Context: an optimization exercise on an open-source flow, tuned for small area. The choices shown serve that exercise and are no tape-out recipe.
Where RTL was checked, it was by simulation tests only, not by an equivalence proof against the original.
The RTL of run 1 was laid out without a check of its function.
Power figures rest on the tool's default switching activity, not on a simulated workload.

==> flow/design.v (outline; a module is shown in full before it is edited, if it fits) <==
// module HandwashSensor: 745 lines
module HandwashSensor(
    input clk,
    input reset,
    input acceptLeftHandDistance,
    input [15:0] leftHandDistance,
    input acceptLeftHandGain,
    input [7:0] leftHandGain,
    input acceptRightHandDistance,
    input [15:0] rightHandDistance,
    input acceptRightHandGain,
    input [7:0] rightHandGain,
    output waterOn
);
  // ...
==> flow/flow/run.sh <==
#!/bin/bash
# Own layout flow: the standard synthesis, then its combinational logic
# is rebuilt as an explicit gate netlist (flow/mulgen.py, same adder tree as
# the RTL, with inverted partial products so the full adders chain without
# inverters), then the standard layout steps from floorplan to finish.
set -euo pipefail
K=13
RES=orfs/results/${FLOW_PLATFORM}/HandwashSensor/base
LIB=${FLOW_HOME}/platforms/${FLOW_PLATFORM}/lib/sky130_fd_sc_hd__tt_025C_1v80.lib
YOSYS=$(command -v yosys || echo "${FLOW_HOME}/../tools/install/yosys/bin/yosys")

bash standard.sh synth > 1_standard_synth.log 2>&1
cp "$RES/1_2_yosys.v" standard_netlist.v
python3 flow/mulgen.py net "$K" standard_netlist.v net_pre.v > 2_mulgen.log 2>&1
MAP_LIB="$LIB" MAP_IN=net_pre.v MAP_TOP="$FLOW_TOP" MAP_OUT=net_post.v \
  "$YOSYS" -c flow/map.ys.tcl > 3_map_yosys.log 2>&1
cp net_post.v "$RES/1_2_yosys.v"
rm -f "$RES/1_synth.odb" "$RES/1_synth.sdc"
bash standard.sh finish \
  "BUFFER_PORTS_ARGS=-buffer_cell sky130_fd_sc_hd__buf_1" > 4_layout.log 2>&1
==> flow/flow/map.ys.tcl <==
# Map the tail logic of the rewritten netlist; cells already instantiated stay as they are.
set lib $::env(MAP_LIB)
yosys read_liberty -lib $lib
yosys read_verilog $::env(MAP_IN)
yosys hierarchy -check -top $::env(MAP_TOP)
yosys proc
yosys opt -fast
yosys techmap
yosys opt -fast
yosys abc -liberty $lib -dont_use sky130_fd_sc_hd__probe_p_8 -dont_use sky130_fd_sc_hd__probec_p_8 -dont_use sky130_fd_sc_hd__lpflow_* -D 7000
yosys opt_clean -purge
yosys hilomap -singleton -hicell sky130_fd_sc_hd__conb_1 HI -locell sky130_fd_sc_hd__conb_1 LO
yosys splitnets
yosys opt_clean -purge
yosys stat -liberty $lib
yosys check -assert
yosys write_verilog -noattr -nohex -nodec $::env(MAP_OUT)
==> flow/standard.sh <==
#!/bin/bash
# synth_recipe.tcl (not shown) runs the flow's synth.tcl, then flattens the netlist and writes it again
# the make line also repeats each setting of config.mk as NAME=value (left out here)
make -C /OpenROAD-flow-scripts/flow DESIGN_CONFIG=/design/flow/config.mk WORK_HOME=/design/flow/orfs CLKGATE_MAP_FILE= SYNTH_SCRIPT=/design/flow/synth_recipe.tcl "${@:-finish}"
==> flow/config.mk <==
export PLATFORM = sky130hd
export DESIGN_NAME = HandwashSensor
export DESIGN_NICKNAME = HandwashSensor
export VERILOG_FILES = /design/flow/design.v
export SDC_FILE = /design/flow/constraint.sdc
export NUM_CORES = 4
export LEC_CHECK = 0
export CAP_MARGIN = 20
export CORE_MARGIN = 2
export CORE_UTILIZATION = 40
export GPL_TIMING_DRIVEN = 0
export SLEW_MARGIN = 20
==> flow/constraint.sdc <==
create_clock -name core_clock -period 7.0 [get_ports {clk}]
set_input_delay 1.4000 -clock core_clock [delete_from_list [all_inputs] [get_ports {clk}]]
set_output_delay 1.4000 -clock core_clock [all_outputs]
set_load 0.01 [all_outputs]
Not shown: flow/flow/mulgen.py
==> results.json, run 1 <==
{
  "synth_area_sq_um": 7041,
  "r2r_slack_ns": 0.18,
  "holdPathEnd": "leftHandDistanceHeld[6]",
  "r2r_end": "waterOnReg",
  "internal-power_mw": 0.6044,
  "drv_cap": 0,
  "grt_max_degree": 18,
  "holdWs_ns": 0.5361,
  "worst_clock_skew_ns": 0.003019,
  "worst_slew_pin_slew_ns": 0.8307,
  "grt_util_met1_pct": 29.12,
  "grt_pass1_wl_um": 31530,
  "swShare_pct": 35.06,
  "clkbuf_count": 5,
  "first_pass_iters": 5,
  "path_buf_inv": 0,
  "fp.dieH_um": 136.7,
  "cts_max_path_buffers": 2,
  "gr-total-overflow": 0,
  "cts_htree_levels": 2,
  "vias": 5458,
  "place_worst_setup_slack_ns": -0.5210,
  "crit_top_cell": "fa_2",
  "netSwitchingPower_mw": 0.3262,
  "fill_cells": 1537,
  "regArea_sq_um": 1096,
  "total_leakage_power_nw": 1.887,
  "hold_viol": 0,
  "maxPowerGroup": "registers",
  "crit_path_end_kind": "flop",
  "critPathLaunchType": "flop",
  "outcome": "timing/DRC/antenna clean",
  "min_from": "leftHandDistanceHeld[6]",
  "cp_slowest_cell": "fa_1",
  "start_util_pct": 40.85,
  "wirelength_um": 18630,
  "grt_usage_pct": 22.14,
  "period_needed_ns": 6.815,
  "slew_headroom_pct": 44.56,
  "postLayoutSetupSlackWorst_ns": 0.1848
}
==> run 2, diff against run 1 <==
--- a/flow/design.v
+++ b/flow/design.v
@@ -255,18 +255,18 @@
 wire l_c97 = (l_pp_10_1 & l_pp_11_0) | ((l_pp_10_1 | l_pp_11_0) & l_c79);
 wire l_s98 = l_pp_10_1 ^ l_pp_11_0 ^ l_c79;
 wire l_c99 = (l_c81 & l_s94) | ((l_c81 | l_s94) & l_s96);
 wire l_s100 = l_c81 ^ l_s94 ^ l_s96;
 wire l_c101 = (l_c83 & l_c85) | ((l_c83 | l_c85) & l_s98);
 wire l_s102 = l_c83 ^ l_c85 ^ l_s98;
 wire l_c103 = (l_s100 & l_c87) | ((l_s100 | l_c87) & l_s102);
 wire l_s104 = l_s100 ^ l_c87 ^ l_s102;
-wire l_c105 = (l_c89 & l_s104) | ((l_c89 | l_s104) & l_c91);
-wire l_s106 = l_c89 ^ l_s104 ^ l_c91;
+wire l_c105 = l_c89 & l_s104;
+wire l_s106 = l_c89 ^ l_s104;
 wire l_c107 = (l_pp_5_7 & l_pp_6_6) | ((l_pp_5_7 | l_pp_6_6) & l_pp_7_5);
 wire l_s108 = l_pp_5_7 ^ l_pp_6_6 ^ l_pp_7_5;
 wire l_c109 = (l_pp_8_4 & l_pp_9_3) | ((l_pp_8_4 | l_pp_9_3) & l_pp_10_2);
 wire l_s110 = l_pp_8_4 ^ l_pp_9_3 ^ l_pp_10_2;
 wire l_c111 = (l_pp_11_1 & l_pp_12_0) | ((l_pp_11_1 | l_pp_12_0) & l_c93);
 wire l_s112 = l_pp_11_1 ^ l_pp_12_0 ^ l_c93;
 wire l_c113 = (l_c95 & l_s108) | ((l_c95 | l_s108) & l_s110);
 wire l_s114 = l_c95 ^ l_s108 ^ l_s110;
@@ -283,18 +283,18 @@
 wire l_c125 = (l_pp_12_1 & l_pp_13_0) | ((l_pp_12_1 | l_pp_13_0) & l_c107);
 wire l_s126 = l_pp_12_1 ^ l_pp_13_0 ^ l_c107;
 wire l_c127 = (l_c109 & l_s122) | ((l_c109 | l_s122) & l_s124);
 wire l_s128 = l_c109 ^ l_s122 ^ l_s124;
 wire l_c129 = (l_c111 & l_c113) | ((l_c111 | l_c113) & l_s126);
 wire l_s130 = l_c111 ^ l_c113 ^ l_s126;
 wire l_c131 = (l_s128 & l_c115) | ((l_s128 | l_c115) & l_s130);
 wire l_s132 = l_s128 ^ l_c115 ^ l_s130;
-wire l_c133 = l_c117 & l_s132;
-wire l_s134 = l_c117 ^ l_s132;
+wire l_c133 = (l_c117 & l_s132) | ((l_c117 | l_s132) & l_c119);
+wire l_s134 = l_c117 ^ l_s132 ^ l_c119;
 wire l_c135 = (l_pp_7_7 & l_pp_8_6) | ((l_pp_7_7 | l_pp_8_6) & l_pp_9_5);
 wire l_s136 = l_pp_7_7 ^ l_pp_8_6 ^ l_pp_9_5;
 wire l_c137 = (l_pp_10_4 & l_pp_11_3) | ((l_pp_10_4 | l_pp_11_3) & l_pp_12_2);
 wire l_s138 = l_pp_10_4 ^ l_pp_11_3 ^ l_pp_12_2;
 wire l_c139 = (l_pp_13_1 & l_pp_14_0) | ((l_pp_13_1 | l_pp_14_0) & l_c121);
 wire l_s140 = l_pp_13_1 ^ l_pp_14_0 ^ l_c121;
 wire l_c141 = (l_c123 & l_s136) | ((l_c123 | l_s136) & l_s138);
 wire l_s142 = l_c123 ^ l_s136 ^ l_s138;
@@ -337,18 +337,18 @@
 wire l_c179 = (l_pp_13_4 & l_pp_14_3) | ((l_pp_13_4 | l_pp_14_3) & l_pp_15_2);
 wire l_s180 = l_pp_13_4 ^ l_pp_14_3 ^ l_pp_15_2;
 wire l_c181 = (l_c163 & l_c165) | ((l_c163 | l_c165) & l_s178);
 wire l_s182 = l_c163 ^ l_c165 ^ l_s178;
 wire l_c183 = (l_s180 & l_c167) | ((l_s180 | l_c167) & l_c169);
 wire l_s184 = l_s180 ^ l_c167 ^ l_c169;
 wire l_c185 = (l_s182 & l_c171) | ((l_s182 | l_c171) & l_s184);
 wire l_s186 = l_s182 ^ l_c171 ^ l_s184;
-wire l_c187 = (l_c173 & l_s186) | ((l_c173 | l_s186) & l_c175);
-wire l_s188 = l_c173 ^ l_s186 ^ l_c175;
+wire l_c187 = l_c173 & l_s186;
+wire l_s188 = l_c173 ^ l_s186;
 wire l_c189 = (l_pp_11_7 & l_pp_12_6) | ((l_pp_11_7 | l_pp_12_6) & l_pp_13_5);
 wire l_s190 = l_pp_11_7 ^ l_pp_12_6 ^ l_pp_13_5;
 wire l_c191 = (l_pp_14_4 & l_pp_15_3) | ((l_pp_14_4 | l_pp_15_3) & l_c177);
 wire l_s192 = l_pp_14_4 ^ l_pp_15_3 ^ l_c177;
 wire l_c193 = (l_c179 & l_s190) | ((l_c179 | l_s190) & l_c181);
 wire l_s194 = l_c179 ^ l_s190 ^ l_c181;
 wire l_c195 = (l_s192 & l_c183) | ((l_s192 | l_c183) & l_s194);
 wire l_s196 = l_s192 ^ l_c183 ^ l_s194;
@@ -368,24 +368,26 @@
 wire l_s210 = l_c199 ^ l_s208 ^ l_c201;
 wire l_c211 = (l_s210 & l_c203) | ((l_s210 | l_c203) & l_c205);
 wire l_s212 = l_s210 ^ l_c203 ^ l_c205;
 wire l_c213 = (l_pp_14_7 & l_pp_15_6) | ((l_pp_14_7 | l_pp_15_6) & l_c207);
 wire l_s214 = l_pp_14_7 ^ l_pp_15_6 ^ l_c207;
 wire l_c215 = (l_s214 & l_c209) | ((l_s214 | l_c209) & l_c211);
 wire l_s216 = l_s214 ^ l_c209 ^ l_c211;
 wire l_s217 = l_pp_15_7 ^ l_c213 ^ l_c215;
-wire [9:0] l_top = {l_s217, l_s216, l_s212, l_s206, l_s198, l_s188, l_s176, l_s162, l_s148, l_s134};
-wire [5:0] l_low = {l_s120, l_s106, l_s92, l_s78, l_s64, l_s50};
-wire l_cK = l_c119;
-wire l_topZero = l_cK ? (l_top == 10'd1023) : (l_top == 10'd0);
-wire l_topLtQ = l_cK ? ((l_top < 10'd22) | (l_top == 10'd1023)) : (l_top < 10'd23);
-wire l_topEqQ = l_cK ? (l_top == 10'd22) : (l_top == 10'd23);
-wire l_nonZero = ~(l_topZero & (l_low == 6'd0));
-wire l_belowThreshold = l_topLtQ | (l_topEqQ & (l_low < 6'd28));
+wire [3:0] l_sec0 = {l_s92, l_s78, l_s64, l_s50};
+wire l_cin1 = l_c91;
+wire [6:0] l_sec1_sum = {l_s176, l_s162, l_s148, l_s134, l_s120, l_s106} + l_cin1;
+wire [5:0] l_sec1 = l_sec1_sum[5:0];
+wire l_cin2 = l_c175 | l_sec1_sum[6];
+wire [6:0] l_sec2_sum = {l_s217, l_s216, l_s212, l_s206, l_s198, l_s188} + l_cin2;
+wire [5:0] l_sec2 = l_sec2_sum[5:0];
+wire [15:0] lHand = {l_sec2, l_sec1, l_sec0};
+wire l_nonZero = lHand != 16'd0;
+wire l_belowThreshold = lHand < 16'd1500;
 wire r_pp_0_0 = rightHandDistanceHeld[0] & rightHandGainHeld[0];
 wire r_pp_0_1 = rightHandDistanceHeld[0] & rightHandGainHeld[1];
 wire r_pp_0_2 = rightHandDistanceHeld[0] & rightHandGainHeld[2];
 wire r_pp_0_3 = rightHandDistanceHeld[0] & rightHandGainHeld[3];
 wire r_pp_0_4 = rightHandDistanceHeld[0] & rightHandGainHeld[4];
 wire r_pp_0_5 = rightHandDistanceHeld[0] & rightHandGainHeld[5];
 wire r_pp_0_6 = rightHandDistanceHeld[0] & rightHandGainHeld[6];
 wire r_pp_0_7 = rightHandDistanceHeld[0] & rightHandGainHeld[7];
@@ -608,18 +610,18 @@
 wire r_c97 = (r_pp_10_1 & r_pp_11_0) | ((r_pp_10_1 | r_pp_11_0) & r_c79);
 wire r_s98 = r_pp_10_1 ^ r_pp_11_0 ^ r_c79;
 wire r_c99 = (r_c81 & r_s94) | ((r_c81 | r_s94) & r_s96);
 wire r_s100 = r_c81 ^ r_s94 ^ r_s96;
 wire r_c101 = (r_c83 & r_c85) | ((r_c83 | r_c85) & r_s98);
 wire r_s102 = r_c83 ^ r_c85 ^ r_s98;
 wire r_c103 = (r_s100 & r_c87) | ((r_s100 | r_c87) & r_s102);
 wire r_s104 = r_s100 ^ r_c87 ^ r_s102;
-wire r_c105 = (r_c89 & r_s104) | ((r_c89 | r_s104) & r_c91);
-wire r_s106 = r_c89 ^ r_s104 ^ r_c91;
+wire r_c105 = r_c89 & r_s104;
+wire r_s106 = r_c89 ^ r_s104;
 wire r_c107 = (r_pp_5_7 & r_pp_6_6) | ((r_pp_5_7 | r_pp_6_6) & r_pp_7_5);
 wire r_s108 = r_pp_5_7 ^ r_pp_6_6 ^ r_pp_7_5;
 wire r_c109 = (r_pp_8_4 & r_pp_9_3) | ((r_pp_8_4 | r_pp_9_3) & r_pp_10_2);
 wire r_s110 = r_pp_8_4 ^ r_pp_9_3 ^ r_pp_10_2;
 wire r_c111 = (r_pp_11_1 & r_pp_12_0) | ((r_pp_11_1 | r_pp_12_0) & r_c93);
 wire r_s112 = r_pp_11_1 ^ r_pp_12_0 ^ r_c93;
 wire r_c113 = (r_c95 & r_s108) | ((r_c95 | r_s108) & r_s110);
 wire r_s114 = r_c95 ^ r_s108 ^ r_s110;
@@ -636,18 +638,18 @@
 wire r_c125 = (r_pp_12_1 & r_pp_13_0) | ((r_pp_12_1 | r_pp_13_0) & r_c107);
 wire r_s126 = r_pp_12_1 ^ r_pp_13_0 ^ r_c107;
 wire r_c127 = (r_c109 & r_s122) | ((r_c109 | r_s122) & r_s124);
 wire r_s128 = r_c109 ^ r_s122 ^ r_s124;
 wire r_c129 = (r_c111 & r_c113) | ((r_c111 | r_c113) & r_s126);
 wire r_s130 = r_c111 ^ r_c113 ^ r_s126;
 wire r_c131 = (r_s128 & r_c115) | ((r_s128 | r_c115) & r_s130);
 wire r_s132 = r_s128 ^ r_c115 ^ r_s130;
-wire r_c133 = r_c117 & r_s132;
-wire r_s134 = r_c117 ^ r_s132;
+wire r_c133 = (r_c117 & r_s132) | ((r_c117 | r_s132) & r_c119);
+wire r_s134 = r_c117 ^ r_s132 ^ r_c119;
 wire r_c135 = (r_pp_7_7 & r_pp_8_6) | ((r_pp_7_7 | r_pp_8_6) & r_pp_9_5);
 wire r_s136 = r_pp_7_7 ^ r_pp_8_6 ^ r_pp_9_5;
 wire r_c137 = (r_pp_10_4 & r_pp_11_3) | ((r_pp_10_4 | r_pp_11_3) & r_pp_12_2);
 wire r_s138 = r_pp_10_4 ^ r_pp_11_3 ^ r_pp_12_2;
 wire r_c139 = (r_pp_13_1 & r_pp_14_0) | ((r_pp_13_1 | r_pp_14_0) & r_c121);
 wire r_s140 = r_pp_13_1 ^ r_pp_14_0 ^ r_c121;
 wire r_c141 = (r_c123 & r_s136) | ((r_c123 | r_s136) & r_s138);
 wire r_s142 = r_c123 ^ r_s136 ^ r_s138;
@@ -690,18 +692,18 @@
 wire r_c179 = (r_pp_13_4 & r_pp_14_3) | ((r_pp_13_4 | r_pp_14_3) & r_pp_15_2);
 wire r_s180 = r_pp_13_4 ^ r_pp_14_3 ^ r_pp_15_2;
 wire r_c181 = (r_c163 & r_c165) | ((r_c163 | r_c165) & r_s178);
 wire r_s182 = r_c163 ^ r_c165 ^ r_s178;
 wire r_c183 = (r_s180 & r_c167) | ((r_s180 | r_c167) & r_c169);
 wire r_s184 = r_s180 ^ r_c167 ^ r_c169;
 wire r_c185 = (r_s182 & r_c171) | ((r_s182 | r_c171) & r_s184);
 wire r_s186 = r_s182 ^ r_c171 ^ r_s184;
-wire r_c187 = (r_c173 & r_s186) | ((r_c173 | r_s186) & r_c175);
-wire r_s188 = r_c173 ^ r_s186 ^ r_c175;
+wire r_c187 = r_c173 & r_s186;
+wire r_s188 = r_c173 ^ r_s186;
 wire r_c189 = (r_pp_11_7 & r_pp_12_6) | ((r_pp_11_7 | r_pp_12_6) & r_pp_13_5);
 wire r_s190 = r_pp_11_7 ^ r_pp_12_6 ^ r_pp_13_5;
 wire r_c191 = (r_pp_14_4 & r_pp_15_3) | ((r_pp_14_4 | r_pp_15_3) & r_c177);
 wire r_s192 = r_pp_14_4 ^ r_pp_15_3 ^ r_c177;
 wire r_c193 = (r_c179 & r_s190) | ((r_c179 | r_s190) & r_c181);
 wire r_s194 = r_c179 ^ r_s190 ^ r_c181;
 wire r_c195 = (r_s192 & r_c183) | ((r_s192 | r_c183) & r_s194);
 wire r_s196 = r_s192 ^ r_c183 ^ r_s194;
@@ -721,24 +723,26 @@
 wire r_s210 = r_c199 ^ r_s208 ^ r_c201;
 wire r_c211 = (r_s210 & r_c203) | ((r_s210 | r_c203) & r_c205);
 wire r_s212 = r_s210 ^ r_c203 ^ r_c205;
 wire r_c213 = (r_pp_14_7 & r_pp_15_6) | ((r_pp_14_7 | r_pp_15_6) & r_c207);
 wire r_s214 = r_pp_14_7 ^ r_pp_15_6 ^ r_c207;
 wire r_c215 = (r_s214 & r_c209) | ((r_s214 | r_c209) & r_c211);
 wire r_s216 = r_s214 ^ r_c209 ^ r_c211;
 wire r_s217 = r_pp_15_7 ^ r_c213 ^ r_c215;
-wire [9:0] r_top = {r_s217, r_s216, r_s212, r_s206, r_s198, r_s188, r_s176, r_s162, r_s148, r_s134};
-wire [5:0] r_low = {r_s120, r_s106, r_s92, r_s78, r_s64, r_s50};
-wire r_cK = r_c119;
-wire r_topZero = r_cK ? (r_top == 10'd1023) : (r_top == 10'd0);
-wire r_topLtQ = r_cK ? ((r_top < 10'd22) | (r_top == 10'd1023)) : (r_top < 10'd23);
-wire r_topEqQ = r_cK ? (r_top == 10'd22) : (r_top == 10'd23);
-wire r_nonZero = ~(r_topZero & (r_low == 6'd0));
-wire r_belowThreshold = r_topLtQ | (r_topEqQ & (r_low < 6'd28));
+wire [3:0] r_sec0 = {r_s92, r_s78, r_s64, r_s50};
+wire r_cin1 = r_c91;
+wire [6:0] r_sec1_sum = {r_s176, r_s162, r_s148, r_s134, r_s120, r_s106} + r_cin1;
+wire [5:0] r_sec1 = r_sec1_sum[5:0];
+wire r_cin2 = r_c175 | r_sec1_sum[6];
+wire [6:0] r_sec2_sum = {r_s217, r_s216, r_s212, r_s206, r_s198, r_s188} + r_cin2;
+wire [5:0] r_sec2 = r_sec2_sum[5:0];
+wire [15:0] rHand = {r_sec2, r_sec1, r_sec0};
+wire r_nonZero = rHand != 16'd0;
+wire r_belowThreshold = rHand < 16'd1500;
 reg waterOnReg;
 always @(posedge clk) begin
     if (reset)
         waterOnReg <= 1'b0;
     else
         waterOnReg <= l_nonZero & r_nonZero & (l_belowThreshold | r_belowThreshold);
 end
 assign waterOn = waterOnReg;
==> flow/flow/run.sh (replaced) <==
#!/bin/bash
# Own layout flow: the standard synthesis, then its combinational logic
# is rebuilt as an explicit gate netlist (flow/mulgen.py: the same adder
# tree as the RTL, with inverted partial products so the full adders chain
# without inverters, and carry-selected test flags), then the standard
# layout steps from floorplan to finish, with buf_1 port buffers and a
# clock tree of clkbuf_4/clkbuf_8 without dummy loads.
set -euo pipefail
BOUNDS=11,17
RES=orfs/results/${FLOW_PLATFORM}/HandwashSensor/base
LIB=${FLOW_HOME}/platforms/${FLOW_PLATFORM}/lib/sky130_fd_sc_hd__tt_025C_1v80.lib
YOSYS=$(command -v yosys || echo "${FLOW_HOME}/../tools/install/yosys/bin/yosys")

bash standard.sh synth > 1_standard_synth.log 2>&1
cp "$RES/1_2_yosys.v" standard_netlist.v
python3 flow/mulgen.py net "$BOUNDS" standard_netlist.v net_pre.v > 2_mulgen.log 2>&1
MAP_LIB="$LIB" MAP_IN=net_pre.v MAP_TOP="$FLOW_TOP" MAP_OUT=net_post.v \
  "$YOSYS" -c flow/map.ys.tcl > 3_map_yosys.log 2>&1
cp net_post.v "$RES/1_2_yosys.v"
rm -f "$RES/1_synth.odb" "$RES/1_synth.sdc"
bash standard.sh finish \
  "BUFFER_PORTS_ARGS=-buffer_cell sky130_fd_sc_hd__buf_1" \
  "CTS_ARGS=-sink_clustering_enable -repair_clock_nets -dont_use_dummy_load -buf_list {sky130_fd_sc_hd__clkbuf_4 sky130_fd_sc_hd__clkbuf_8}" \
  > 4_layout.log 2>&1
==> flow/flow/map.ys.tcl (replaced) <==
# Map the tail logic of the rewritten netlist; cells already instantiated stay as they are.
set lib $::env(MAP_LIB)
yosys read_liberty -lib $lib
yosys read_verilog $::env(MAP_IN)
yosys hierarchy -check -top $::env(MAP_TOP)
yosys proc
yosys opt -fast
yosys techmap
yosys opt -fast
yosys abc -liberty $lib -dont_use sky130_fd_sc_hd__probe_p_8 -dont_use sky130_fd_sc_hd__probec_p_8 -dont_use sky130_fd_sc_hd__lpflow_* -D 100 mgcar_*
yosys abc -liberty $lib -dont_use sky130_fd_sc_hd__probe_p_8 -dont_use sky130_fd_sc_hd__probec_p_8 -dont_use sky130_fd_sc_hd__lpflow_* -D 7000 $::env(MAP_TOP) mgfin_*
yosys scratchpad -set flatten.separator _
yosys flatten
yosys opt_clean -purge
yosys hilomap -singleton -hicell sky130_fd_sc_hd__conb_1 HI -locell sky130_fd_sc_hd__conb_1 LO
yosys splitnets
yosys opt_clean -purge
yosys stat -liberty $lib
yosys check -assert
yosys write_verilog -noattr -nohex -nodec $::env(MAP_OUT)
==> flow/flow/mulgen.py (replaced) <==
#!/usr/bin/env python3
"""Shared generator for the HandwashSensor datapath.

Each hand's scaled value is bits [22:7] of dist*gain.  build() sums the
partial products column by column with full/half adders, always merging
the earliest-arriving bits (a carry-save tree whose last merges ripple).
The product columns are cut into sections at the columns in BOUNDS: the
first section (columns 0..BOUNDS[0]-1) ripples from column 0; every
later section ripples assuming no carry in, and its carry in is applied
afterwards (carry select on the section's test flags).

  python3 mulgen.py rtl B1,B2,... template.v out.v   -- the design's RTL
  python3 mulgen.py net B1,B2,... standard.v out.v   -- gate netlist (run.sh)
"""
import re
import sys

T_PP = 0.9
D_FA_S, D_FA_C = 0.50, 0.30
D_HA_S, D_HA_C = 0.30, 0.20
THRESH = 1500
HANDS = (("l", "leftHandDistanceHeld", "leftHandGainHeld"),
         ("r", "rightHandDistanceHeld", "rightHandGainHeld"))


def build(p, bounds):
    """Returns ops, final, cuts.  ops: (kind, sum, carry, inputs) with kind
    fa/ha and unused outputs None; final[c]: the one bit left in column
    c >= 7; cuts[b]: the ripple carry out of column b-1 that the section
    starting at column b does not take in."""
    ops = []
    cols = [[] for _ in range(24)]
    for i in range(16):
        for j in range(8):
            cols[i + j].append((T_PP, ("pp", i, j)))
    cnt = [0]

    def new(kind):
        cnt[0] += 1
        return f"{p}_{kind}{cnt[0]}"
    final, cuts = {}, {}
    for c in range(23):
        col = cols[c]
        keep_sum = c >= 7
        keep_carry = c < 22
        cut = (c + 1) in bounds
        while len(col) > 1:
            col.sort(key=lambda x: x[0])
            n3 = len(col) >= 3
            ins = col[:3] if n3 else col[:2]
            col = col[len(ins):]
            t = max(x[0] for x in ins)
            last = len(col) == 0
            co = s = None
            if keep_carry:
                co = new("c")
                tc = t + (D_FA_C if n3 else D_HA_C)
                if last and cut:
                    cuts[c + 1] = (tc, co)
                else:
                    cols[c + 1].append((tc, co))
            if keep_sum or not last:
                s = new("s")
                col.append((t + (D_FA_S if n3 else D_HA_S), s))
            ops.append(("fa" if n3 else "ha", s, co, tuple(x[1] for x in ins)))
        cols[c] = col
        if keep_sum:
            assert col
            final[c] = col[0]
    assert set(cuts) == set(bounds)
    return ops, final, cuts


def sections(bounds):
    """(start column, width, threshold bits) of each section, low first."""
    edges = [7] + list(bounds) + [23]
    out = []
    for a, b in zip(edges, edges[1:]):
        w = b - a
        out.append((a, w, (THRESH >> (a - 7)) & ((1 << w) - 1)))
    return out


def rtl_tail(p, bounds, final, cuts, nm):
    """The tests written plainly: each section's value plus its carry in."""
    secs = sections(bounds)
    lines = []
    vals = []
    carry = None
    for j, (a, w, _) in enumerate(secs):
        bits = [nm(final[c][1]) for c in range(a, a + w)]
        v = f"{p}_sec{j}"
        s0 = f"{{{', '.join(reversed(bits))}}}"
        if carry is None:
            lines.append(f"wire [{w-1}:0] {v} = {s0};")
        else:
            lines.append(f"wire [{w}:0] {v}_sum = {s0} + {carry};")
            lines.append(f"wire [{w-1}:0] {v} = {v}_sum[{w-1}:0];")
        vals.append(v)
        if a + w < 23:
            cin = cuts[a + w][1]
            if carry is None:
                carry = f"{p}_cin{j+1}"
                lines.append(f"wire {carry} = {cin};")
            else:
                nc = f"{p}_cin{j+1}"
                lines.append(f"wire {nc} = {cin} | {v}_sum[{w}];")
                carry = nc
    lines.append(f"wire [15:0] {p}Hand = {{{', '.join(reversed(vals))}}};")
    lines.append(f"wire {p}_nonZero = {p}Hand != 16'd0;")
    lines.append(f"wire {p}_belowThreshold = {p}Hand < 16'd{THRESH};")
    return lines


def emit_rtl(bounds, template, out):
    body = []
    for p, d, g in HANDS:
        ops, final, cuts = build(p, bounds)

        def nm(x):
            return f"{p}_pp_{x[1]}_{x[2]}" if isinstance(x, tuple) else x
        for i in range(16):
            for j in range(8):
                body.append(f"wire {p}_pp_{i}_{j} = {d}[{i}] & {g}[{j}];")
        for kind, s, co, ins in ops:
            if kind == "fa":
                a, b, c = map(nm, ins)
                if co:
                    body.append(f"wire {co} = ({a} & {b}) | (({a} | {b}) & {c});")
                if s:
                    body.append(f"wire {s} = {a} ^ {b} ^ {c};")
            else:
                a, b = map(nm, ins)
                if co:
                    body.append(f"wire {co} = {a} & {b};")
                if s:
                    body.append(f"wire {s} = {a} ^ {b};")
        body += rtl_tail(p, bounds, final, cuts, nm)
    open(out, "w").write(open(template).read().replace("//@MULT@", "\n".join(body)))


CELL = "sky130_fd_sc_hd__"


class Net:
    def __init__(self):
        self.cells = []
        self.n = 0
        self.wires = set()

    def cell(self, typ, pins):
        self.n += 1
        name = f"mg_{typ}_{self.n}"
        pl = ", ".join(f".{k}({v} )" if v.startswith("\\") else f".{k}({v})"
                       for k, v in pins.items())
        self.cells.append(f"  {CELL}{typ} {name} ({pl});")

    def wire(self, base):
        self.n += 1
        w = f"mgn_{base}_{self.n}"
        self.wires.add(w)
        return w

    def named(self, w):
        self.wires.add(w)
        return w


def net_tail(N, p, bounds, final, cuts, pol, early, fin, cars, carinst):
    """Test flags of one hand.  early: assigns of constant comparisons on
    each section's carry-free sum (mapped by ABC, off the critical path);
    explicit cells for the carry recurrence and the carry-selected flags;
    fin: the last combination, mapped by ABC in a module of its own."""
    secs = sections(bounds)

    def sig(x):
        net, inv = pol[x]
        return f"~{net}" if inv else net
    carry = None        # (net, inverted) carry into the current section
    fins = []           # per section: (Z, L, E) net names, or None for constant
    flags, muxes = {}, {}
    for j, (a, w, k) in enumerate(secs):
        S = N.named(f"{p}_s{j}")
        bits = [sig(final[c][1]) for c in range(a, a + w)]
        early.append(f"wire [{w-1}:0] {S} = {{{', '.join(reversed(bits))}}};")
        all1 = (1 << w) - 1

        def flag(name, expr):
            if expr not in flags:
                n = N.named(f"{p}_{name}{j}")
                early.append(f"assign {n} = {expr};")
                flags[expr] = n
            return flags[expr]
        if j == 0:
            z = flag("Z", f"{S} == {w}'d0")
            l = flag("L", f"{S} < {w}'d{k}") if k else None
            e = flag("E", f"{S} == {w}'d{k}") if k else z
        else:
            z0 = flag("Za", f"{S} == {w}'d0")
            z1 = flag("Zb", f"{S} == {w}'d{all1}")
            if k:
                l0 = flag("La", f"{S} < {w}'d{k}")
                l1 = flag("Lb", f"({S} < {w}'d{k-1})" + (f" | ({S} == {w}'d{all1})"))
                e0 = flag("Ea", f"{S} == {w}'d{k}")
                e1 = flag("Eb", f"{S} == {w}'d{k-1}")
            cnet, cinv = carry

            def mux(f0, f1, name):
                if cinv:
                    f0, f1 = f1, f0
                key = (f0, f1, cnet)
                if key not in muxes:
                    o = N.named(f"{p}_{name}{j}")
                    N.cell("mux2_1", {"A0": f0, "A1": f1, "S": cnet, "X": o})
                    muxes[key] = o
                return muxes[key]
            z = mux(z0, z1, "Z")
            if k:
                l = mux(l0, l1, "L")
                e = mux(e0, e1, "E")
            else:
                l, e = None, z
        fins.append((z, l, e))
        # carry out of this section
        if a + w < 23:
            co_net, co_inv = pol_or(cuts[a + w][1], pol)
            if j == 0:
                carry = (co_net, co_inv)
            else:
                # c_next = cout0 | (c & all bits of the section's sum set),
                # in a module of its own that ABC maps for speed
                cnet, cinv = carry
                nc = N.named(f"{p}_c{j+1}")
                ins = [("ci", cnet, cinv), ("co", co_net, co_inv)] + \
                      [(f"b{i}",) + pol[final[c][1]] for i, c in enumerate(range(a, a + w))]
                expr = lambda n, v: f"~{n}" if v else n
                body = " & ".join(expr(x[0], x[2]) for x in ins[2:])
                cars.append(
                    f"module mgcar_{p}{j}({', '.join(x[0] for x in ins)}, c);\n"
                    f"  input {', '.join(x[0] for x in ins)};\n  output c;\n"
                    f"  assign c = {expr('co', co_inv)} | ({expr('ci', cinv)} & {body});\n"
                    f"endmodule\n")
                pl = ", ".join(f".{x[0]}({x[1]})" for x in ins)
                carinst.append(f"  mgcar_{p}{j} mgcar_{p}{j}_u ({pl}, .c({nc}));")
                carry = (nc, False)
    # LT = L_top | E_top & (L_.. | E_.. & (...))
    lt = "1'b0"
    for z, l, e in fins:
        lt = f"({l} | ({e} & {lt}))" if l else f"({e} & {lt})"
    nz = " & ".join(z for z, _, _ in fins)
    ins = []
    for f in fins:
        for x in f:
            if x and x not in ins:
                ins.append(x)
    fin.append((p, ins, lt, f"~({nz})"))


def pol_or(x, pol):
    return pol[x]


def emit_net(bounds, std_netlist, out):
    """Rewrite the standard netlist: keep its ports and flip-flops, and
    replace all combinational logic by the structure above."""
    src = open(std_netlist).read()
    flops = re.findall(r"(sky130_fd_sc_hd__df\w+)\s+(\\\S+|\S+)\s*\((.*?)\);", src, re.S)
    header = src[src.index("module "):]
    header = header[:header.index(";") + 1]
    ports = re.findall(r"^\s*(input|output)\s*(\[\d+:\d+\])?\s*(\w+);", src, re.M)
    regs = {}
    for typ, name, body in flops:
        pins = dict((k, v.strip()) for k, v in re.findall(r"\.(\w+)\(([^()]*)\)", body))
        base = name.lstrip("\\").split("$")[0]
        regs[base] = (typ, name, pins)
    N = Net()
    dnet = {base: N.wire("d") for base in regs}
    groups = [("acceptLeftHandDistance", "leftHandDistance", "leftHandDistanceHeld", 16),
              ("acceptLeftHandGain", "leftHandGain", "leftHandGainHeld", 8),
              ("acceptRightHandDistance", "rightHandDistance", "rightHandDistanceHeld", 16),
              ("acceptRightHandGain", "rightHandGain", "rightHandGainHeld", 8)]
    # hold registers: D = (accept & ~reset & in) | (~accept & ~reset & q)
    for acc, inp, held, w in groups:
        load, keep = N.wire("load"), N.wire("keep")
        N.cell("nor2b_1", {"A": "reset", "B_N": acc, "Y": load})
        N.cell("nor2_1", {"A": acc, "B": "reset", "Y": keep})
        for i in range(w):
            b = f"{held}[{i}]"
            N.cell("a22o_1", {"A1": load, "A2": f"{inp}[{i}]", "B1": keep,
                              "B2": regs[b][2]["Q"], "X": dnet[b]})
    early, fin, cars, carinst = [], [], [], []
    for p, d, g in HANDS:
        ops, final, cuts = build(p, bounds)
        pol = {}    # signal -> (net, inverted)
        qd = [regs[f"{d}[{i}]"][2]["Q"] for i in range(16)]
        qg = [regs[f"{g}[{j}]"][2]["Q"] for j in range(8)]
        for i in range(16):
            for j in range(8):
                n = N.wire(f"{p}pp")
                N.cell("nand2_1", {"A": qd[i], "B": qg[j], "Y": n})
                pol[("pp", i, j)] = (n, True)

        def get(x, want):
            net, inv = pol[x]
            if inv == want:
                return net
            n = N.wire("inv")
            N.cell("inv_1", {"A": net, "Y": n})
            return n
        for kind, s, co, ins in ops:
            invs = [pol[x][1] for x in ins]
            if kind == "fa":
                P = sum(invs) >= 2
                a, b, c = (get(x, P) for x in ins)
                if s and co:
                    ns, nc = N.wire("s"), N.wire("c")
                    N.cell("fa_1", {"A": a, "B": b, "CIN": c, "COUT": nc, "SUM": ns})
                    pol[s], pol[co] = (ns, P), (nc, P)
                elif co:
                    nc = N.wire("c")
                    N.cell("maj3_1", {"A": a, "B": b, "C": c, "X": nc})
                    pol[co] = (nc, P)
                else:
                    t, ns = N.wire("t"), N.wire("s")
                    N.cell("xor2_1", {"A": a, "B": b, "X": t})
                    N.cell("xor2_1", {"A": t, "B": c, "X": ns})
                    pol[s] = (ns, P)
            else:
                P = sum(invs) == 2 or (sum(invs) == 1 and invs[0])
                a, b = (get(x, P) for x in ins)
                if not P:
                    if s and co:
                        ns, nc = N.wire("s"), N.wire("c")
                        N.cell("ha_1", {"A": a, "B": b, "COUT": nc, "SUM": ns})
                        pol[s], pol[co] = (ns, False), (nc, False)
                    elif co:
                        nc = N.wire("c")
                        N.cell("and2_1", {"A": a, "B": b, "X": nc})
                        pol[co] = (nc, False)
                    else:
                        ns = N.wire("s")
                        N.cell("xor2_1", {"A": a, "B": b, "X": ns})
                        pol[s] = (ns, False)
                else:
                    # inputs carry ~a, ~b: ~(a&b) = ~a | ~b, ~(a^b) = xnor(~a, ~b)
                    if co:
                        nc = N.wire("c")
                        N.cell("or2_1", {"A": a, "B": b, "X": nc})
                        pol[co] = (nc, True)
                    if s:
                        ns = N.wire("s")
                        N.cell("xnor2_1", {"A": a, "B": b, "Y": ns})
                        pol[s] = (ns, True)
        net_tail(N, p, bounds, final, cuts, pol, early, fin, cars, carinst)
    # final combination per hand in its own module (mapped by ABC apart)
    mods = []
    for p, ins, lt, nz in fin:
        mods.append(f"module mgfin_{p}({', '.join(ins)}, lt, nz);\n"
                    f"  input {', '.join(ins)};\n  output lt, nz;\n"
                    f"  assign lt = {lt};\n  assign nz = {nz};\nendmodule\n")
        N.cell_inst = None
    insts = []
    for p, ins, lt, nz in fin:
        ltn, nzn = N.named(f"{p}_lt"), N.named(f"{p}_nz")
        pl = ", ".join(f".{x}({x})" for x in ins)
        insts.append(f"  mgfin_{p} mgfin_{p}_u ({pl}, .lt({ltn}), .nz({nzn}));")
    lt = N.wire("lt")
    N.cell("or2_1", {"A": "l_lt", "B": "r_lt", "X": lt})
    N.cell("and4b_1", {"A_N": "reset", "B": "l_nz", "C": "r_nz", "D": lt,
                       "X": dnet["waterOnReg"]})
    assert set(regs) == set(dnet)
    lines = [header]
    for io, rng, nm in ports:
        lines.append(f"  {io} {rng + ' ' if rng else ''}{nm};")
    for base, (typ, name, pins) in sorted(regs.items()):
        qn = pins["Q"]
        if qn != "waterOn":
            lines.append(f"  wire {qn + ' ' if qn.startswith(chr(92)) else qn};")
    for v in sorted(N.wires | set(dnet.values())):
        if not re.match(r"[lr]_s\d+$", v):
            lines.append(f"  wire {v};")
    for base, (typ, name, pins) in regs.items():
        q = pins["Q"] + (" " if pins["Q"].startswith("\\") else "")
        lines.append(f"  {typ} {name} (.CLK({pins['CLK']}), .D({dnet[base]}), .Q({q}));")
    lines += N.cells
    lines += insts
    lines += carinst
    lines += ["  " + x for x in early]
    lines.append("endmodule")
    open(out, "w").write("\n".join(lines) + "\n\n" + "\n".join(mods + cars))


if __name__ == "__main__":
    cmd, bnd = sys.argv[1], [int(x) for x in sys.argv[2].split(",")]
    if cmd == "rtl":
        emit_rtl(bnd, sys.argv[3], sys.argv[4])
    else:
        emit_net(bnd, sys.argv[3], sys.argv[4])
==> run 2 against run 1 <==
Power shrank 19%. Still clean. Clock power shrank 47%. Synthesized cell count grew 2.8%. Die area grew 1.6%. Clock-buffer cell count is the same. Area after synthesis grew 1.7%. Global-route usage shrank 2.2 points. Critical path depth shrank 5.
==> results.json, run 2 <==
{
  "globalplace.congestion": 0.8216,
  "postCtsSetupRepairBufs": 0,
  "dp.cells": 945,
  "drt_iter0_drc": 281,
  "swShare_pct": 37.66,
  "worstPathRequired_ns": 7.22,
  "gr-total-overflow": 0,
  "die-area_sq_um": 18980,
  "period_needed_ns": 6.759,
  "vias": 5273,
  "slew_viol_final": 0,
  "n_antenna_cell": 0,
  "dieWidth_um": 137.8,
  "crit_top_cell": "fa_1",
  "syn_area_per_cell_sq_um": 10.75,
  "synth-warning-count": 1,
  "core_sq_um": 17420,
  "syn_nets": 922,
  "instances_no_fill": 950,
  "grt_pass1_wl_um": 29330,
  "crit_start": "leftHandGainHeld[2]",
  "crit_type": "reg -> reg",
  "cts-root-buf": "clkbuf_8",
  "area_growth_syn_to_layout_pct": 8.322,
  "cp_slowest_cell": "dfxtp_2",
  "critPathLaunchType": "flop",
  "peakVddDrop_uv": 80.90,
  "grt_usage_pct": 19.94,
  "total_leakage_power_nw": 1.472,
  "critPathMaxStageDelay_ns": 0.61,
  "cts_tree": "yes",
  "slew_headroom_pct": 27.97,
  "outcome": "timing/DRC/antenna clean",
  "cts_htree_levels": 2,
  "crit_end": "waterOnReg",
  "postRouteAntennaNets": 0,
  "cts_resized": 16,
  "io_buffers": 54,
  "fin_setup_tns_ns": 0,
  "fill_cells": 1671,
  "fmax_ghz": 0.1479,
  "drv_cap": 0,
  "total_power_mw": 0.7576,
  "wirelength_um": 16950,
  "power_frac_clock_pct": 20.6,
  "antenna_found_initial": 0,
  "post-route-period-util_pct": 96.56,
  "top_regs": "leftHandDistanceHeld x16, rightHandDistanceHeld x16",
  "hold_path_class": "reg -> reg",
  "r2r_end": "waterOnReg",
  "postLayoutCellArea_sq_um": 7752,
  "grt_pass1_vias": 6035,
  "clk_latency_ns": 0.32,
  "num_rows": 48,
  "crit_arrival_ns": 6.98,
  "internal-power_mw": 0.4723,
  "cts-buffers-inserted": 5,
  "first_pass_iters": 5,
  "r2r_slack_ns": 0.24,
  "grt_max_degree": 18,
  "powerDensity_nw_per_um2": 97.73,
  "final_cell_mix": "nand2_1, fa_1, buf_1",
  "cts.sinks": 49,
  "crit_chain": "nand2_1, fa_1, fa_1, fa_1, fa_1, fa_1, fa_1, or2_1, fa_1, fa_1, fa_1, or4_1, o41ai_2, mux2_1, a21o_1, or2_1, and4b_1",
  "routedWlPerCell_um": 17.84,
  "synth_area_sq_um": 7157,
  "path_clk_slew_ns": 0.09,
  "crit_path_end_kind": "flop",
  "cts_max_path_buffers": 2,
  "rr_startpoint": "leftHandGainHeld[2]",
  "dp_hpwl_um": 13420,
  "synthCells": 666,
  "sequentialPowerShare_pct": 48.0,
  "worst_slew_pin_slew_ns": 1.076,
  "setup_viol": 0,
  "cts_hold_buf": 0,
  "r2r_cells": 17,
  "combinationalPowerShare_pct": 31.4,
  "cp_max_fo": 17,
  "start_util_pct": 41.09,
  "placed_area_sq_um": 7644,
  "worst_clock_skew_ns": 0.02065,
  "fp.dieH_um": 137.8,
  "drive_above_1_share_pct": 3.586,
  "fin_nets": 983,
  "drc": 0,
  "hold_viol": 0,
  "netSwitchingPower_mw": 0.2854,
  "final_common_cell": "nand2_1",
  "ioPinCount": 55,
  "post_drt_via_cell_ratio": 5.551
}
run 2: per-stage QoR:
stage | worst slack (ns) | hold slack (ns) | util (%)
CTS | 0.04565 | 0.6881 | 44.40
finish | 0.2407 | 0.6889 | 44.51
global route | -0.01236 | 0.7048 | 44.51
global placement | -0.1870 | 0.6726 | 43.87
floorplan | 0.4951 | 0.5665 | -
detailed placement | -0.2279 | 0.6757 | 43.89
run 2: layer usage:
| layer | share of wire, % | global-route usage, % | vias to the layer above | wire length, um |
|---|---|---|---|---|
| met2 | 49 | 33.86 | 167 | 8269 |
| li1 | - | - | 2284 | - |
| met4 | 1.8 | 5.952 | 0 | 300 |
| met5 | 0 | 0 | - | 0 |
| met3 | 5.3 | 2.723 | 23 | 895 |
| met1 | 44 | 26.76 | 2799 | 7483 |
run 2: final cells by class:
type | count | area [sq um] | share of cell area, %
multi-input combinational | 617 | 6198 | 79.95
clock buffer | 5 | 68.82 | 0.8877
sequential | 49 | 1001 | 12.91
tap | 225 | 281.5 | 3.631
timing repair buffer | 54 | 202.7 | 2.615
run 2: worst min path at each step:
stage                                   from                  endpoint  slack [ns]  cells after the start
CTS                 rightHandDistanceHeld[3]  rightHandDistanceHeld[3]        0.69                      1
global route        rightHandDistanceHeld[0]  rightHandDistanceHeld[0]        0.70                      1
global placement    leftHandDistanceHeld[15]  leftHandDistanceHeld[15]        0.67                      1
floorplan            leftHandDistanceHeld[0]   leftHandDistanceHeld[0]        0.57                      1
finish              rightHandDistanceHeld[3]  rightHandDistanceHeld[3]        0.69                      1
detailed placement  rightHandDistanceHeld[3]  rightHandDistanceHeld[3]        0.68                      1
run 2: power by group through the flow:
stage          Combinational [mW]  Clock, mW  Sequential (mW)
2_1_floorplan               0.180          0            0.339
3_3_place_gp                0.226          0            0.367
3_5_place_dp                0.238          0            0.367
4_1_cts                     0.239      0.164            0.362
5_1_grt                     0.273      0.173            0.369
6_report                    0.238      0.156            0.364
run 2: critical path, delay by kind of cell (launching register included):
| kind | cells | cell delay, ns |
|---|---|---|
| fa+ha+maj | 9 | 3.83 |
| simple gates | 5 | 1.28 |
| flops | 1 | 0.61 |
| compound gates | 2 | 0.54 |
| mux | 1 | 0.38 |
==> run 3, diff against run 2 <==
--- a/flow/flow/mulgen.py
+++ b/flow/flow/mulgen.py
@@ -235,13 +235,22 @@
                       [(f"b{i}",) + pol[final[c][1]] for i, c in enumerate(range(a, a + w))]
                 expr = lambda n, v: f"~{n}" if v else n
                 body = " & ".join(expr(x[0], x[2]) for x in ins[2:])
+                # the section's own carry out is the latest input: it meets
+                # the rest (carry in and all-ones, mapped by ABC) in one gate
+                ins = [ins[0]] + ins[2:]
+                xn = N.named(f"{p}_x{j+1}")
                 cars.append(
-                    f"module mgcar_{p}{j}({', '.join(x[0] for x in ins)}, c);\n"
-                    f"  input {', '.join(x[0] for x in ins)};\n  output c;\n"
-                    f"  assign c = {expr('co', co_inv)} | ({expr('ci', cinv)} & {body});\n"
+                    f"module mgcar_{p}{j}({', '.join(x[0] for x in ins)}, x);\n"
+                    f"  input {', '.join(x[0] for x in ins)};\n  output x;\n"
+                    f"  assign x = {expr('ci', cinv)} & {body};\n"
                     f"endmodule\n")
                 pl = ", ".join(f".{x[0]}({x[1]})" for x in ins)
-                carinst.append(f"  mgcar_{p}{j} mgcar_{p}{j}_u ({pl}, .c({nc}));")
+                carinst.append(f"  mgcar_{p}{j} mgcar_{p}{j}_u ({pl}, .x({xn}));")
+                if co_inv:
+                    # c = x | ~co_net
+                    N.cell("nand2b_1", {"A_N": xn, "B": co_net, "Y": nc})
+                else:
+                    N.cell("or2_1", {"A": xn, "B": co_net, "X": nc})
                 carry = (nc, False)
     # LT = L_top | E_top & (L_.. | E_.. & (...))
     lt = "1'b0"
==> run 3 against run 2 <==
Clock power grew 3%. Flip-flop and latch count stayed put. Critical endpoint unchanged. Combinational power barely moved. Wire length up 3.9%.
==> results.json, run 3 <==
{
  "hold_path_class": "reg -> reg",
  "fin_setup_tns_ns": 0,
  "rr_startpoint": "leftHandGainHeld[6]",
  "dp_hpwl_um": 13790,
  "worst_slew_pin_slew_ns": 0.8532,
  "worstPathRequired_ns": 7.22,
  "wirelength_um": 17600,
  "power_frac_clock_pct": 21.1,
  "grt_pass1_wl_um": 29570,
  "synthCells": 668,
  "globalplace.congestion": 0.8341,
  "grt_pass1_vias": 5957,
  "postRouteAntennaNets": 0,
  "slew_headroom_pct": 42.86,
  "syn_nets": 924,
  "critPathMaxStageDelay_ns": 0.60,
  "path_clk_slew_ns": 0.09,
  "postLayoutCellArea_sq_um": 7745,
  "syn_area_per_cell_sq_um": 10.73,
  "fill_cells": 1685,
  "internal-power_mw": 0.4720,
  "slew_viol_final": 0,
  "instances_no_fill": 952,
  "r2r_end": "waterOnReg",
  "fin_nets": 985,
  "grt_max_degree": 18,
  "crit_arrival_ns": 6.95,
  "cts_max_path_buffers": 2,
  "core_sq_um": 17420,
  "final_cell_mix": "nand2_1, fa_1, buf_1",
  "place_worst_setup_slack_ns": -0.06348,
  "drv_cap": 0,
  "ioPinCount": 55,
  "hold_viol": 0,
  "num_rows": 48,
  "powerDensity_nw_per_um2": 98.41,
  "drc": 0,
  "routedWlPerCell_um": 18.49,
  "gr-total-overflow": 0,
  "cts_hold_buf": 0,
  "outcome": "timing/DRC/antenna clean",
  "holdPathEnd": "leftHandGainHeld[7]",
  "cp_max_fo": 17,
  "grt_setup_unrepaired": "no",
  "drt_iter0_drc": 349,
  "worst_clock_skew_ns": 0.01705,
  "netSwitchingPower_mw": 0.2902,
  "io_buffers": 54,
  "post-route-period-util_pct": 96.11,
  "peakVddDrop_uv": 72.84,
  "n_antenna_cell": 0,
  "fin_util_pct": 44.47,
  "placed_area_sq_um": 7654,
  "crit_path_end_kind": "flop",
  "cts_tree": "yes",
  "cts_htree_levels": 2,
  "cts-root-buf": "clkbuf_8",
  "period_needed_ns": 6.728,
  "cp_slowest_cell": "dfxtp_2",
  "setup_viol": 0,
  "postLayoutSetupSlackWorst_ns": 0.2721,
  "dieWidth_um": 137.8,
  "final_common_cell": "nand2_1",
  "drive_above_1_share_pct": 2.889,
  "total_leakage_power_nw": 1.468,
  "holdWs_ns": 0.6761,
  "clk_latency_ns": 0.33,
  "fmax_ghz": 0.1486,
  "min_from": "leftHandGainHeld[7]",
  "total_power_mw": 0.7622,
  "critPathLaunchType": "flop",
  "antenna_found_initial": 0,
  "fp.dieH_um": 137.8,
  "first_pass_iters": 5,
  "crit_top_cell": "fa_1",
  "crit_chain": "nand2_1, fa_1, fa_1, fa_1, fa_1, or2_1, fa_1, fa_1, fa_1, fa_1, xnor2_1, or4_1, nor4_1, nand2b_1, mux2_1, a21o_1, or2_1, and4b_1",
  "synth_area_sq_um": 7164,
  "cts-buffers-inserted": 5,
  "sequentialPowerShare_pct": 47.9,
  "area_growth_syn_to_layout_pct": 8.103,
  "synth-warning-count": 1,
  "start_util_pct": 41.14,
  "r2r_slack_ns": 0.27,
  "cts.sinks": 49,
  "post_drt_via_cell_ratio": 5.603,
  "combinationalPowerShare_pct": 31.0,
  "r2r_cells": 18,
  "swShare_pct": 38.08,
  "hold_depth": 1,
  "top_regs": "leftHandDistanceHeld x16, rightHandDistanceHeld x16",
  "dp.cells": 947,
  "grt_usage_pct": 20.33,
  "die-area_sq_um": 19000,
  "crit_type": "reg -> reg",
  "vias": 5334
}
## run 3: layer usage
metal,GRT usage (%),wire [um],up-vias
met3,2.208,920,33
met2,34.25,8741,182
li1,-,-,2295
met5,0,0,-
met1,28.20,7570,2824
met4,5.329,368,0
## run 3: repair_timing
action                     in CTS  in global routing
setup endpoints to repair       1                  1
buffers inserted                0                  0
resized for setup               3                 10
cloned                          0                  0
## run 3: worst max-delay path by stage
stage | startpoint | end | depth (start not counted)
2_1_floorplan | leftHandGainHeld[7] | waterOnReg | 18
3_3_place_gp | leftHandGainHeld[7] | waterOnReg | 18
3_5_place_dp | leftHandGainHeld[7] | waterOnReg | 18
4_1_cts | leftHandGainHeld[4] | waterOnReg | 18
5_1_grt | leftHandGainHeld[6] | waterOnReg | 18
6_report | leftHandGainHeld[6] | waterOnReg | 18
## run 3: cell type report
type / count / area (sq um) / share of cell area [%]
flip-flops and latches: 49 / 998.5 / 12.89
well taps: 225 / 281.5 / 3.635
multi-input cells: 619 / 6193 / 79.97
repair buffers: 54 / 202.7 / 2.617
clock buffers: 5 / 68.82 / 0.8885
## run 3: power by group through the flow
stage | Sequential (mW) | Clock, mW | Combinational, mW
after detailed placement | 0.369 | 0 | 0.239
after CTS | 0.363 | 0.169 | 0.240
after global routing | 0.369 | 0.181 | 0.273
after global placement | 0.369 | 0 | 0.226
final | 0.365 | 0.161 | 0.236
after floorplan | 0.339 | 0 | 0.180
## run 3: critical path, delay by kind of cell (launching register included)
family,cells,cell delay (ns)
xor gates and xnor gates,1,0.23
and+or+nand+nor,7,1.80
DFF,1,0.60
adders and majority gates,8,3.49
AOI/OAI and AO/OA,1,0.16
muxes,1,0.34
==> run 4, diff against run 3 <==
--- a/flow/flow/mulgen.py
+++ b/flow/flow/mulgen.py
@@ -239,6 +239,23 @@
                 # the rest (carry in and all-ones, mapped by ABC) in one gate
                 ins = [ins[0]] + ins[2:]
                 xn = N.named(f"{p}_x{j+1}")
+                top = ins[-1]
+                if co_inv and top[2]:
+                    # c = ~(co_net & (top_net | ~x)), x = carry in & the
+                    # other bits all set: the section's last sum bit and
+                    # carry out, its latest signals, meet in one o21ai
+                    ins = ins[:-1]
+                    body = " & ".join(expr(x[0], x[2]) for x in ins[1:])
+                    cars.append(
+                        f"module mgcar_{p}{j}({', '.join(x[0] for x in ins)}, x);\n"
+                        f"  input {', '.join(x[0] for x in ins)};\n  output x;\n"
+                        f"  assign x = ~({expr('ci', cinv)} & {body});\n"
+                        f"endmodule\n")
+                    pl = ", ".join(f".{x[0]}({x[1]})" for x in ins)
+                    carinst.append(f"  mgcar_{p}{j} mgcar_{p}{j}_u ({pl}, .x({xn}));")
+                    N.cell("o21ai_0", {"A1": top[1], "A2": xn, "B1": co_net, "Y": nc})
+                    carry = (nc, False)
+                    continue
                 cars.append(
                     f"module mgcar_{p}{j}({', '.join(x[0] for x in ins)}, x);\n"
                     f"  input {', '.join(x[0] for x in ins)};\n  output x;\n"
==> run 4 against run 3 <==
Via count decreased by 1.4%. Maximum frequency increased by 1.3%. Clock skew decreased by 0.0087 ns. Critical path type unchanged. Largest power group unchanged.
==> results.json, run 4 <==
{
  "postRouteAntennaNets": 0,
  "ioPinCount": 55,
  "grt_max_degree": 18,
  "area_growth_syn_to_layout_pct": 8.019,
  "fin_nets": 987,
  "dieWidth_um": 137.8,
  "cts.sinks": 49,
  "cp_slowest_cell": "dfxtp_1",
  "setup_viol": 0,
  "clk_latency_ns": 0.31,
  "grt_usage_pct": 20.27,
  "grt_pass1_vias": 6000,
  "crit_arrival_ns": 6.86,
  "cts_max_path_buffers": 2,
  "routedWlPerCell_um": 18.05,
  "vias": 5261,
  "critPathLaunchType": "flop",
  "period_needed_ns": 6.639,
  "worstPathRequired_ns": 7.22,
  "total_leakage_power_nw": 1.457,
  "cts-buffers-inserted": 5,
  "outcome": "timing/DRC/antenna clean",
  "crit_path_end_kind": "flop",
  "netSwitchingPower_mw": 0.2895,
  "power_frac_clock_pct": 21.2,
  "hold_viol": 0,
  "swShare_pct": 38.01,
  "slew_headroom_pct": 42.50,
  "syn_area_per_cell_sq_um": 10.69,
  "grt_pass1_wl_um": 29610,
  "antenna_found_initial": 0,
  "fmax_ghz": 0.1506,
  "sequentialPowerShare_pct": 47.7,
  "syn_nets": 926,
  "wirelength_um": 17220,
  "post_drt_via_cell_ratio": 5.515,
  "peakVddDrop_uv": 73.05,
  "final_cell_mix": "nand2_1, fa_1, buf_1",
  "worst_clock_skew_ns": 0.008325,
  "combinationalPowerShare_pct": 31.1,
  "core_sq_um": 17420,
  "post-route-period-util_pct": 94.85,
  "grt_setup_unrepaired": "no",
  "fin_util_pct": 44.42,
  "gr-total-overflow": 0,
  "holdWs_ns": 0.6700,
  "postCtsSetupRepairBufs": 0,
  "cts_htree_levels": 2,
  "synth-warning-count": 1,
  "synth_area_sq_um": 7162,
  "n_antenna_cell": 0,
  "crit_type": "reg -> reg",
  "drc": 0,
  "crit_chain": "nand2_1, fa_1, fa_1, fa_1, fa_1, fa_1, fa_1, or2_1, fa_1, fa_1, fa_1, nor3_1, nand2_1, o21ai_0, mux2_1, a21o_1, or2_1, and4b_1",
  "io_buffers": 54,
  "dp_hpwl_um": 13630,
  "first_pass_iters": 9,
  "cp_max_fo": 16,
  "drt_iter0_drc": 341,
  "die-area_sq_um": 18990,
  "cts-root-buf": "clkbuf_8",
  "crit_top_cell": "fa_1",
  "top_regs": "leftHandDistanceHeld x16, rightHandDistanceHeld x16",
  "fill_cells": 1675,
  "fp.dieH_um": 137.8,
  "cts_resized": 0,
  "worst_slew_pin_slew_ns": 0.8586,
  "internal-power_mw": 0.4721,
  "start_util_pct": 41.12,
  "powerDensity_nw_per_um2": 98.45,
  "critPathMaxStageDelay_ns": 0.78,
  "synthCells": 670,
  "drv_cap": 0,
  "r2r_slack_ns": 0.36,
  "path_buf_inv": 0,
  "final_common_cell": "nand2_1",
  "slew_viol_final": 0,
  "cts_hold_buf": 0,
  "path_clk_slew_ns": 0.09,
  "fin_setup_tns_ns": 0,
  "cts_tree": "yes",
  "globalplace.congestion": 0.8321,
  "drive_above_1_share_pct": 2.469,
  "hold_path_class": "reg -> reg",
  "cpLargestDelayFamily": "adder cells",
  "num_rows": 48
}
-- run 4: power groups by stage --
| stage | combinational [mW] | clock, mW | sequential [mW] |
|---|---|---|---|
| 2_1_floorplan | 0.180 | 0 | 0.339 |
| 3_5_place_dp | 0.238 | 0 | 0.368 |
| 3_3_place_gp | 0.227 | 0 | 0.368 |
| 4_1_cts | 0.240 | 0.173 | 0.362 |
| 5_1_grt | 0.274 | 0.181 | 0.369 |
| 6_report | 0.237 | 0.162 | 0.363 |
-- run 4: stage by stage --
step / total power, mW / worst slack (ns) / cell area [sq um] / instances
finish: 0.7616 / 0.3608 / 7736 / 954
global route: 0.8240 / 0.06358 / 7736 / 954
CTS: 0.7747 / 0.1154 / 7720 / 954
detailed placement: 0.6063 / 0.1256 / 7651 / 949
global placement: 0.5944 / 0.2656 / 7646 / 949
floorplan: 0.5190 / 0.7858 / 7162 / 670
-- run 4: final cells by class --
cell class / count / area, sq um / area share [%]
Clock buffer: 5 / 68.82 / 0.8895
Multi-Input combinational cell: 621 / 6191 / 80.03
Sequential cell: 49 / 992.2 / 12.83
Tap cell: 225 / 281.5 / 3.639
Timing Repair Buffer: 54 / 202.7 / 2.620
-- run 4: worst paths after layout --
check,start,to,cells past startpoint
max,leftHandGainHeld[0],waterOnReg,18
min,rightHandDistanceHeld[0],rightHandDistanceHeld[0],1
max reg2reg,leftHandGainHeld[0],waterOnReg,18
min reg2reg,rightHandDistanceHeld[0],rightHandDistanceHeld[0],1
-- run 4: worst register-to-register path: cells and delay by family (launching register included) --
family          cells  cell delay, ns
simple gates        6            1.05
mux                 1            0.37
compound gates      2            0.55
fa+ha+maj           9            3.78
flops               1            0.78
-- run 4: routing by layer --
layer	share of wire [%]	up-vias	GRT usage, %
li1	-	2302	-
met1	43	2770	27.15
met2	50	166	34.33
met3	6.0	23	3.054
met4	1.7	0	5.896
met5	0	-	0
==> run 5, diff against run 4 <==
--- a/flow/config.mk
+++ b/flow/config.mk
@@ -7,6 +7,6 @@
 export LEC_CHECK = 0
 export CAP_MARGIN = 20
 export CORE_MARGIN = 2
-export CORE_UTILIZATION = 40
+export CORE_UTILIZATION = 65
 export GPL_TIMING_DRIVEN = 0
 export SLEW_MARGIN = 20
==> run 5 against run 4 <==
Clock-buffer cell count stayed put. Via count is 0.57% lower. Worst hold slack worse by 0.015 ns. Non-clock buffer count stayed put. Flip-flop and latch count stayed put. Largest power group unchanged. Highest routed layer unchanged.
==> results.json, run 5 <==
{
  "outcome": "timing/DRC/antenna clean",
  "grt_max_degree": 18,
  "slew_viol_final": 0,
  "dp.cells": 864,
  "final_common_cell": "nand2_1",
  "area_growth_syn_to_layout_pct": 6.464,
  "holdPathEnd": "rightHandDistanceHeld[0]",
  "path_clk_slew_ns": 0.10,
  "cts_tree": "yes",
  "crit_type": "reg -> reg",
  "synthCells": 670,
  "core_sq_um": 10790,
  "antenna_found_initial": 0,
  "fin_setup_tns_ns": 0,
  "grt_setup_unrepaired": "no",
  "io_buffers": 54,
  "drive_above_1_share_pct": 2.195,
  "cts_max_path_buffers": 2,
  "num_rows": 38,
  "worst_clock_skew_ns": 0.01355,
  "routedWlPerCell_um": 18.37,
  "crit_arrival_ns": 6.96,
  "fin_nets": 987,
  "crit_start": "leftHandGainHeld[2]",
  "clk_latency_ns": 0.31,
  "globalplace.congestion": 0.8937,
  "powerDensity_nw_per_um2": 97.94,
  "drv_cap": 0,
  "postLayoutSetupSlackWorst_ns": 0.2422,
  "grt_pass1_vias": 5477,
  "cts.sinks": 49,
  "dieWidth_um": 109.0,
  "postRouteAntennaNets": 0,
  "post_drt_via_cell_ratio": 6.020,
  "syn_nets": 926,
  "path_buf_inv": 0,
  "crit_path_end_kind": "flop",
  "cts-root-buf": "clkbuf_8",
  "start_util_pct": 66.36,
  "grt_usage_pct": 29.08,
  "r2r_cells": 18,
  "cts_hold_buf": 0,
  "fmax_ghz": 0.1480,
  "hold_path_class": "reg -> reg",
  "critPathMaxStageDelay_ns": 0.81,
  "dp_hpwl_um": 12730,
  "crit_chain": "nand2_1, fa_1, fa_1, fa_1, fa_1, fa_1, fa_1, or2_1, fa_1, fa_1, fa_1, nor3_1, nand2_1, o21ai_0, mux2_1, a21o_1, or2_1, and4b_1",
  "post-route-period-util_pct": 96.54,
  "cpLargestDelayFamily": "adder cells",
  "worstPathRequired_ns": 7.20,
  "r2r_slack_ns": 0.24,
  "drc": 0,
  "synth_area_sq_um": 7162,
  "worst_slew_pin_slew_ns": 1.001,
  "fin_util_pct": 70.65,
  "top_regs": "leftHandDistanceHeld x16, rightHandDistanceHeld x16",
  "die-area_sq_um": 11870,
  "final_cell_mix": "nand2_1, fa_1, buf_1",
  "n_antenna_cell": 0,
  "cp_slowest_cell": "dfxtp_1",
  "min_from": "rightHandDistanceHeld[0]",
  "grt_pass1_wl_um": 26410,
  "wirelength_um": 15960,
  "instances_no_fill": 869,
  "synth-warning-count": 1,
  "hold_depth": 1,
  "gr-total-overflow": 0,
  "rr_startpoint": "leftHandGainHeld[2]",
  "r2r_end": "waterOnReg",
  "cp_max_fo": 17,
  "ioPinCount": 55,
  "setup_viol": 0,
  "drt_iter0_drc": 233,
  "place_worst_setup_slack_ns": 0.2026,
  "syn_area_per_cell_sq_um": 10.69,
  "period_needed_ns": 6.758,
  "total_leakage_power_nw": 1.456,
  "critPathLaunchType": "flop",
  "peakVddDrop_uv": 103.3,
  "slew_headroom_pct": 33.11,
  "fp.dieH_um": 109.0,
  "hold_viol": 0,
  "first_pass_iters": 5,
  "cts-buffers-inserted": 5,
  "crit_top_cell": "fa_1",
  "cts_htree_levels": 2,
  "vias": 5231
}
-- run 5: layout make-up --
type,count,area [sq um]
sequential,49,992.2
multi-input combinational,621,6186
fill,842,3168
timing repair buffer,54,202.7
tap,140,175.2
clock buffer,5,68.82
-- run 5: metal layers --
metal | wire length (um) | GRT usage, % | up-vias | share of wire [%]
met5 | 0 | 0 | - | 0
met3 | 911 | 3.527 | 22 | 5.7
met4 | 309 | 8.608 | 0 | 1.9
li1 | - | - | 2300 | -
met2 | 8345 | 50.98 | 192 | 52
met1 | 6395 | 38.38 | 2717 | 40
-- run 5: through the flow --
stage	power (mW)	area, sq um	hold slack (ns)
5_1_grt	0.7994	7625	0.6987
4_1_cts	0.7541	7609	0.6537
6_report	0.7468	7625	0.6551
3_5_place_dp	0.5999	7540	0.6442
2_1_floorplan	0.5190	7162	0.5665
3_3_place_gp	0.5849	7540	0.6422
-- run 5: how the worst max path moves through the flow --
stage	endpoint	depth (start not counted)	slack, ns
after CTS	waterOnReg	18	0.18
after floorplan	waterOnReg	17	0.79
final	waterOnReg	18	0.24
after global routing	waterOnReg	18	0.01
after global placement	waterOnReg	18	0.30
after detailed placement	waterOnReg	18	0.20
-- run 5: what timing repair did --
item,4_1_cts,5_1_grt
hold endpoints to repair,0,0
setup endpoints to repair,0,1
buffers inserted,0,0
gates resized for setup,0,9
-- run 5: power breakdown --
part	internal [mW]	switching [mW]	leakage, nW	total [mW]
clock	0.0647	0.0910	0.0359	0.156
combinational	0.109	0.124	1.01	0.233
sequential	0.297	0.0606	0.408	0.358
-- run 5: worst reg2reg max path: cells and delay by family, from the launching register on --
| kind | cells | cell delay, ns |
|---|---|---|
| simple gates | 6 | 1.10 |
| compound gates | 2 | 0.54 |
| flops | 1 | 0.81 |
| mux | 1 | 0.37 |
| fa+ha+maj | 9 | 3.85 |

re-timing with driven ports:
Ports are ideal in the flow. The routed layouts listed here were re-timed in OpenROAD.
Step 1 (the two cells are an assumption about what drives the block):
set clk [get_ports {clk}]
set_driving_cell -lib_cell sky130_fd_sc_hd__clkbuf_16 $clk
set_driving_cell -lib_cell sky130_fd_sc_hd__buf_2 [delete_from_list [all_inputs] $clk]
Step 2, shift: input delay + t, output delay - t, t = (earliest + latest rising clock arrival at the registers) / 2. This alone moves slack from input paths to output paths.
Three values: ideal ports, drivers, drivers and shift; two values: the first two.
| run | t, ns | slack for setup (ns) | pins driven straight from the clock port |
|---|---|---|---|
| run 1 | 0.349 | 0.185 / 0.185 / 0.185 | 1 |
| run 2 | 0.349 | 0.241 / 0.241 / 0.241 | 1 |
| run 3 | 0.352 | 0.272 / 0.272 / 0.272 | 1 |
| run 4 | 0.353 | 0.361 / 0.361 / 0.361 | 1 |
| run 5 | 0.339 | 0.242 / 0.242 / 0.242 | 1 |
After both steps every run listed still meets setup and hold.
